Source: an optimization exercise on an open RTL-to-GDS flow (aim: small area, a short achievable clock period and few clock cycles). Production flows keep margins and buffers that such runs may drop.
Where RTL was checked, it was by simulation tests only, not by an equivalence proof against the original.

==> module RISC_SPM, before the edit <==
module RISC_SPM (clk, rst, mem_rdata, mem_addr, mem_wdata, mem_we, halted);
  input        clk, rst;
  input  [7:0] mem_rdata;
  output [7:0] mem_addr, mem_wdata;
  output       mem_we;
  output       halted;
  reg [7:0] R0, R1, R2, R3;
  reg [7:0] PC, MA;
  reg [2:0] iop;          
  reg [3:0] srcv, dstv;   
  reg       sA, sB, sD;   
  reg       Z;
  reg       halted;
  wire i_add = (iop == 3'd1);
  wire i_sub = (iop == 3'd2);
  wire i_and = (iop == 3'd3);
  wire i_not = (iop == 3'd4);
  wire ex    = i_add | i_sub | i_and | i_not;
  wire [7:0] opA = {8{dstv[0]}} & R0 | {8{dstv[1]}} & R1 | {8{dstv[2]}} & R2 | {8{dstv[3]}} & R3;
  wire [7:0] opB = {8{srcv[0]}} & R0 | {8{srcv[1]}} & R1 | {8{srcv[2]}} & R2 | {8{srcv[3]}} & R3;
  wire [7:0] bx = opB ^ {8{i_sub}};
  wire [7:0] p0 = opA ^ bx;
  wire [7:0] g0 = opA & bx;
  wire [8:0] G0 = {g0, i_sub}, P0 = {p0, 1'b0};
  wire [8:0] G1, P1, G2, P2, G3;
  genvar k;
  generate
    for (k = 0; k < 9; k = k + 1) begin : ks
      if (k >= 1) begin : a1
        assign G1[k] = G0[k] | P0[k] & G0[k-1]; assign P1[k] = P0[k] & P0[k-1];
      end else begin : b1
        assign G1[k] = G0[k]; assign P1[k] = P0[k];
      end
      if (k >= 2) begin : a2
        assign G2[k] = G1[k] | P1[k] & G1[k-2]; assign P2[k] = P1[k] & P1[k-2];
      end else begin : b2
        assign G2[k] = G1[k]; assign P2[k] = P1[k];
      end
      if (k >= 4) begin : a3
        assign G3[k] = G2[k] | P2[k] & G2[k-4];
      end else begin : b3
        assign G3[k] = G2[k];
      end
    end
  endgenerate
  wire [7:0] sum = p0 ^ G3[7:0];
  reg [7:0] alu;
  always @* begin
    case (iop)
      3'd1, 3'd2: alu = sum;
      3'd3:       alu = opA & opB;
      default:    alu = ~opB;
    endcase
  end
  wire [7:0] axb  = opA ^ opB;
  wire [7:0] aob  = opA | opB;
  wire       zadd = ~|(axb ^ {aob[6:0], 1'b0});
  wire       zsub = ~|axb;
  wire       zand = ~|(opA & opB);
  wire       znot = &opB;
  reg        zt;
  always @* begin
    case (iop)
      3'd1:    zt = zadd;
      3'd2:    zt = zsub;
      3'd3:    zt = zand;
      default: zt = znot;
    endcase
  end
  wire fF = ~sA & ~sD & ~halted & (~sB | ~Z);
  wire bT = sB & Z;                                        
  wire [3:0] fo     = mem_rdata[7:4];
  wire       f_two  = ~fo[3] & fo[2] & (fo[1] | fo[0]);    
  wire       f_brz  = (fo == 4'd8);
  wire       f_halt = fo[3] & (|fo[2:0]);
  wire d_rd = sD & (iop == 3'd5);
  wire d_wr = sD & (iop == 3'd6);
  wire d_br = sD & ~iop[2] | sD & iop[1] & iop[0];       
  wire [6:0] hi1 = PC[7:1] + 7'd1;
  wire [7:0] PC1 = {PC[0] ? hi1 : PC[7:1], ~PC[0]};
  wire [7:0] PC2 = {hi1, PC[0]};
  wire [3:0] wa = {4{ex}} & dstv;
  wire [3:0] wr = {4{d_rd}} & dstv;
  always @(posedge clk or negedge rst)
    if (!rst) begin
      R0 <= 8'd0; R1 <= 8'd0; R2 <= 8'd0; R3 <= 8'd0;
    end else begin
      R0 <= wa[0] ? alu : wr[0] ? mem_rdata : R0;
      R1 <= wa[1] ? alu : wr[1] ? mem_rdata : R1;
      R2 <= wa[2] ? alu : wr[2] ? mem_rdata : R2;
      R3 <= wa[3] ? alu : wr[3] ? mem_rdata : R3;
    end
  always @(posedge clk or negedge rst)
    if (!rst) Z <= 1'b0;
    else if (ex) Z <= zt;
  always @(posedge clk)
    if (fF) begin
      srcv <= 4'b1 << mem_rdata[3:2];
      dstv <= 4'b1 << mem_rdata[1:0];
    end
  always @(posedge clk or negedge rst)
    if (!rst) begin
      PC <= 8'd0; MA <= 8'd0; iop <= 3'd0;
      sA <= 1'b0; sB <= 1'b0; sD <= 1'b0; halted <= 1'b0;
    end else if (fF) begin
      iop  <= fo[2:0] & {3{~fo[3]}};    
      halted <= f_halt;
      MA <= PC1;
      PC <= f_brz ? PC2 : PC1;
      sA <= f_two;
      sB <= f_brz;
    end else if (sA | bT) begin
      MA <= mem_rdata; sA <= 1'b0; sB <= 1'b0; sD <= 1'b1;
      if (sA) PC <= PC1;
    end else if (sD) begin
      sD <= 1'b0;
      if (d_br) begin MA <= mem_rdata; PC <= mem_rdata; end
      else MA <= PC;
    end
  assign mem_addr  = (sB & ~Z) ? PC : MA;
  assign mem_wdata = opB;
  assign mem_we    = d_wr;
endmodule
export LEC_CHECK = 0
export ABC_AREA = 1
export CAP_MARGIN = 20
export CORE_MARGIN = 2
export CORE_UTILIZATION = 75
export SETUP_SLACK_MARGIN = 2.2
export SLEW_MARGIN = 20
create_clock -name core_clock -period 5.0 [get_ports {clk}]
standard.sh (not shown) runs the stock make flow with config.mk's settings and CLKGATE_MAP_FILE= SYNTH_SCRIPT=/design/flow/synth_recipe.tcl, a recipe that flattens the netlist after the stock synthesis.
==> flow/flow/run.sh <==
#!/bin/bash
# The standard layout (standard.sh) with two changes:
#  - the port buffers are buf_2 cells instead of the delay cell the resizer
#    picks by default (every port still gets its buffer);
#  - Yosys's abc step runs with flow/abc.script (or yosys's own default abc
#    script if the file says "default") instead of ORFS's script.
# Everything else, registers included, is ORFS's standard synthesis and flow.
set -euo pipefail
here=$(pwd)
export BUFFER_PORTS_ARGS="-buffer_cell sky130_fd_sc_hd__buf_2"
if [[ -f flow/abc.script ]]; then
  if grep -qx default flow/abc.script; then sc=default; else sc=$here/flow/abc.script; fi
  python3 - synth_recipe.tcl "$sc" <<'PY'
import sys
f, sc = sys.argv[1], sys.argv[2]
first, rest = open(f).read().split('\n', 1)
ov = """proc abc {args} {
  set i [lsearch -exact $args -script]
  if {$i >= 0} { set args [lreplace $args $i [expr {$i+1}]] }
  if {"%s" ne "default"} { set args [linsert $args 0 -script %s] }
  puts "abc override: $args"
  yosys abc {*}$args
}""" % (sc, sc)
open(f, 'w').write(first + '\n' + ov + '\n' + rest)
PY
fi
bash standard.sh finish > standard.log 2>&1
Rerun with:
--- a/flow/design.v
+++ b/flow/design.v
@@ -93,22 +93,22 @@
   always @(posedge clk or negedge rst)
     if (!rst) Z <= 1'b0;
     else if (ex) Z <= zt;
-  always @(posedge clk)
-    if (fF) begin
-      srcv <= 4'b1 << mem_rdata[3:2];
-      dstv <= 4'b1 << mem_rdata[1:0];
-    end
   always @(posedge clk or negedge rst)
     if (!rst) begin
-      PC <= 8'd0; MA <= 8'd0; iop <= 3'd0;
+      PC <= 8'd0; MA <= 8'd0; iop <= 3'd0; srcv <= 4'd0; dstv <= 4'd0;
       sA <= 1'b0; sB <= 1'b0; sD <= 1'b0; halted <= 1'b0;
     end else if (fF) begin
       iop  <= fo[2:0] & {3{~fo[3]}};    
-      halted <= f_halt;
-      MA <= PC1;
-      PC <= f_brz ? PC2 : PC1;
-      sA <= f_two;
-      sB <= f_brz;
+      srcv <= 4'b1 << mem_rdata[3:2];
+      dstv <= 4'b1 << mem_rdata[1:0];
+      sB   <= 1'b0;
+      if (f_halt) halted <= 1'b1;
+      else begin
+        MA <= PC1;
+        PC <= f_brz ? PC2 : PC1;
+        sA <= f_two;
+        sB <= f_brz;
+      end
     end else if (sA | bT) begin
       MA <= mem_rdata; sA <= 1'b0; sB <= 1'b0; sD <= 1'b1;
       if (sA) PC <= PC1;
Design area does not change.
Via count rises by 1.8%.
Core utilization stays the same.
Cell count hardly moves.
Worst setup slack gets better by 0.061 ns.
Synthesized area is about the same.
Clock-buffer cell count stays the same.
Global-route usage rose by 0.86 points.
Routed wire length increases by 1.7%.
Testbench counts after the change, summed over its fixed seeds: cycles 39,150.
For the first run of this note, only the layout was checked, not whether the RTL still works.

port drivers added, routing unchanged:
How much do the figures lean on ideal ports? The routed layouts below were timed once more, with nothing changed but the port constraints.
Step 1 (the two cells are an assumption about what drives the block):
set clk [get_ports {clk}]
set_driving_cell -lib_cell sky130_fd_sc_hd__clkbuf_16 $clk
set_driving_cell -lib_cell sky130_fd_sc_hd__buf_2 [delete_from_list [all_inputs] $clk]
Step 2 moves the port delays by t, midway between the first and last clock arrival at a register: inputs arrive t later, outputs are due t later. That takes back most of the time a late clock gives input paths.
Three values: ideal ports, drivers, drivers and shift; two values: the first two.
| run | t, ns | slack for setup (ns) | hold WS [ns] | clock arrival spread, ns | worst slew at a driven data input, ns |
|---|---|---|---|---|---|
| the first run | 0.383 | 2.239 / 2.206 / 2.273 | 0.484 / 0.484 / 0.484 | 0.010 / 0.010 | 0.04 |
| the second run | 0.387 | 2.301 / 2.270 / 2.302 | 0.486 / 0.486 / 0.486 | 0.012 / 0.012 | 0.03 |
After both steps setup and hold are still met in every run listed.
